Background: an optimization exercise with open tools, aiming at small area. Do not read the settings as production practice.
In this exercise RTL edits were held to simulation tests only and were not proved equivalent to the original.
No activity file was given, so power comes from the tool's default toggle rates.

==> inputs of job 3495 <==
// bmp280_spi_uart_v2005
module bmp280_spi_uart_v2005
#(
  parameter CLK_HZ = 50000,
  parameter BAUD   = 5000,
  parameter SCK_HZ = 12500
)(
  input  wire clk,
  input  wire rst_n,
  output wire spi_csn,
  output wire spi_sck,
  output wire spi_mosi,
  input  wire spi_miso,
  output wire uart_tx
);
clock: 1000.0 ns
lec_check: 0
abc_area: 1
cap_margin: 20
core_margin: 2
core_utilization: 33
cts_buf_list: sky130_fd_sc_hd__clkbuf_16
cts_cluster_diameter: 60
cts_cluster_size: 30
gpl_timing_driven: 0
place_density: 0.5
slew_margin: 20
synth_memory_max_bits: 16384
run.sh (not shown) runs the stock make flow with config.mk's settings and CLKGATE_MAP_FILE= SYNTH_SCRIPT=/design/flow/synth_recipe.tcl, a recipe that flattens the netlist after the stock synthesis.
==> job 1608: changes against job 3495 <==
==> flow/flow/run.sh (new file) <==
#!/bin/bash
# Own layout flow:
#  1. the standard synthesis (standard.sh synth), unchanged;
#  2. its combinational logic re-mapped for area with a stronger ABC script
#     (resynth.ys, opt.abc); every register instance is kept as it is, same
#     name and cell;
#  3. the standard layout from that netlist, with clock tree synthesis
#     using clkbuf_8 clusters and no dummy loads.
# Each tool's output goes to a log file of its own in this folder.
set -euo pipefail
W=$PWD
R=$W/orfs/results/$FLOW_PLATFORM/bmp280_spi_uart_v2005/base
L=$W/orfs/logs/$FLOW_PLATFORM/bmp280_spi_uart_v2005/base
bash standard.sh synth > log_1_standard_synth.txt 2>&1
cp "$R/1_2_yosys.v" "$W/synth_standard.v"
LIB=$FLOW_HOME/platforms/$FLOW_PLATFORM/lib/sky130_fd_sc_hd__tt_025C_1v80.lib
DU=$(grep -o -- '-dont_use [A-Za-z0-9_]*' "$L/1_2_yosys.log" | sort -u | tr '\n' ' ')
YOSYS=$FLOW_HOME/../tools/install/yosys/bin/yosys
[ -x "$YOSYS" ] || YOSYS=yosys
sed -e "s|@LIB@|$LIB|g" -e "s|@DU@|$DU|g" -e "s|@IN@|$W/synth_standard.v|g" \
    -e "s|@OUT@|$W/synth_resynth.v|g" -e "s|@ABC@|$W/flow/opt.abc|g" -e "s|@TOP@|$FLOW_TOP|g" \
    flow/resynth.ys > "$W/resynth_run.ys"
"$YOSYS" -s "$W/resynth_run.ys" > log_2_resynth.txt 2>&1
cp "$W/synth_resynth.v" "$R/1_2_yosys.v"
rm -f "$R/1_synth.odb" "$R/1_synth.sdc"
bash standard.sh "CTS_ARGS=-sink_clustering_enable -repair_clock_nets -dont_use_dummy_load -buf_list sky130_fd_sc_hd__clkbuf_8 -sink_clustering_size 18 -sink_clustering_max_diameter 60" finish > log_3_standard_layout.txt 2>&1
==> flow/flow/opt.abc (new file) <==
&get -n
&deepsyn -T 60
&put
dch -f
amap
strash
dch -f
amap
topo
==> flow/flow/resynth.ys (new file) <==
# Re-map the combinational logic of the standard synthesis netlist for area.
# Register cells are kept as hierarchy (not flattened), so every register
# instance keeps its name and cell type.
read_liberty -ignore_miss_func @LIB@
read_verilog @IN@
hierarchy -top @TOP@
setattr -mod -set keep_hierarchy 1 sky130_fd_sc_hd__df* sky130_fd_sc_hd__edf* sky130_fd_sc_hd__sdf* sky130_fd_sc_hd__dl* sky130_fd_sc_hd__conb*
flatten
opt_clean
abc -liberty @LIB@ @DU@ -script @ABC@
opt_clean -purge
splitnets
opt_clean -purge
hilomap -singleton -hicell sky130_fd_sc_hd__conb_1 HI -locell sky130_fd_sc_hd__conb_1 LO
select @TOP@
stat -liberty @LIB@
write_verilog -noattr -nohex -nodec -selected @OUT@
==> flow/standard.sh (new file) <==
#!/bin/bash
# synth_recipe.tcl (not shown) runs the flow's synth.tcl, then flattens the netlist and writes it again
# the make line also repeats each setting of config.mk as NAME=value (left out here)
make -C /OpenROAD-flow-scripts/flow DESIGN_CONFIG=/design/flow/config.mk WORK_HOME=/design/flow/orfs CLKGATE_MAP_FILE= SYNTH_SCRIPT=/design/flow/synth_recipe.tcl "${@:-finish}"
- CTS_BUF_LIST: sky130_fd_sc_hd__clkbuf_16 -> not set
- CTS_CLUSTER_DIAMETER: 60 -> not set
- CTS_CLUSTER_SIZE: 30 -> not set
removed: flow/run.sh
==> job 140: changes against job 3495 <==
- CTS_BUF_LIST: sky130_fd_sc_hd__clkbuf_16 -> sky130_fd_sc_hd__clkbuf_8
- CTS_CLUSTER_SIZE: 30 -> 18
==> summary.txt <==
Outcome
  – Outcome: complete, no violations

Critical path
  – Cell Chain, Critical Path: inv_1, ha_1, nand3_2, nor2_1, nor2_4, nand3_1, nor3_1, nor3b_2, nand2_4, clkinv_4, nor2_4, inv_1, a211oi_1, clkdlybuf4s50_1
  – CP peak stage delay: 600 ps
  – CP arrival: 3980 ps
  – Number of cells on the critical path: 14

Pwr
  – Switching power of the nets: 7.26 uW

Route
  – Vias: 11100
  – DR WL/cell: 17.6 um

STA
  – Post-route worst setup slack: 796020 ps
  – Layout Skew: 25.1 ps

Final layout
  – Post-layout instance area: 18100 um2
  – Clock buffers: 28

Logic synthesis
  – Yosys cell types: 68
Source of the figures above: job 3495

==> summary.txt <==
Outcome
  – Outcome: complete, no violations

Critical path
  – CP arrival: 4030 ps
  – Number of cells on the critical path: 14

Pwr
  – Switching power of the nets: 6.36 uW

Final layout
  – Clock buffers: 39

STA
  – Post-route worst setup slack: 795970 ps
Source of the figures above: job 140

==> summary.txt <==
Outcome
  – Outcome: complete, no violations

STA
  – Post-route worst setup slack: 794190 ps

Critical path
  – CP arrival: 5810 ps
  – Number of cells on the critical path: 12
  – Cell Chain, Critical Path: clkinv_1, nor2_1, clkinv_1, o21ai_0, nor2_1, a221o_1, a221oi_1, a21o_1, nand2b_1, a31oi_1, o21ai_0, clkdlybuf4s50_1

Final layout
  – Clock buffers: 37
Source of the figures above: job 1608


==> inputs of build 94 <==
bmp280_spi_uart_v2005, a different RTL version from the one above (not shown whole).
==> flow/config.mk <==
export PLATFORM = sky130hd
export DESIGN_NAME = bmp280_spi_uart_v2005
export DESIGN_NICKNAME = bmp280_spi_uart_v2005
export VERILOG_FILES = /design/flow/design.v
export SDC_FILE = /design/flow/constraint.sdc
export NUM_CORES = 8
export LEC_CHECK = 0
export ABC_AREA = 1
export CAP_MARGIN = 20
export CORE_MARGIN = 2
export CORE_UTILIZATION = 33
export GPL_TIMING_DRIVEN = 0
export PLACE_DENSITY = 0.5
export SLEW_MARGIN = 20
export SYNTH_MEMORY_MAX_BITS = 16384
==> flow/constraint.sdc <==
create_clock -name core_clock -period 1000.0 [get_ports {clk}]
set_input_delay 200.0000 -clock core_clock [delete_from_list [all_inputs] [get_ports {clk}]]
set_output_delay 200.0000 -clock core_clock [all_outputs]
set_load 0.01 [all_outputs]
Stock flow here: none of the scripts above is used.
==> trial 80: changes against build 94 <==
Settings changed: SYNTH_MEMORY_MAX_BITS 16384 to unset.
==> summary of the runs <==
Trial 80 did not get past 1_2_yosys. Build 94 passed the timing, design-rule and antenna checks.

## static timing again, ports no longer ideal
How much do the figures lean on ideal ports? The routed layouts below were timed once more, with nothing changed but the port constraints. Step 1: set_driving_cell puts a clkbuf_16 on clk and a buf_2 on each other input, an assumption about the parent block. Step 2 adds t to the input delays and takes it off the output delays; t is the mean of the earliest and latest rising clock arrival at the registers after step 1. Input paths then give back, and output paths get back, about the clock's delay inside the block. a / b / c = no drivers / after step 1 / after step 2; a / b = the first two.
| run | t (ns) | setup WS [ns] | latest minus earliest clock arrival (ns) | worst register clock-pin slew, ns | pins driven straight from the clock port |
|---|---|---|---|---|---|
| job 3495 | 0.643 | 796.024 / 795.969 / 796.430 | 0.026 / 0.026 | 0.10 / 0.10 | 1 |
| job 1608 | 0.613 | 794.194 / 794.145 / 794.757 | 0.087 / 0.087 | 0.10 / 0.10 | 1 |
| job 140 | 0.652 | 795.973 / 795.923 / 796.441 | 0.038 / 0.038 | 0.10 / 0.10 | 1 |
| build 94 | 0.644 | 795.044 / 794.989 / 795.633 | 0.042 / 0.042 | 0.09 / 0.09 | 1 |
After both steps setup and hold are still met in every run listed.
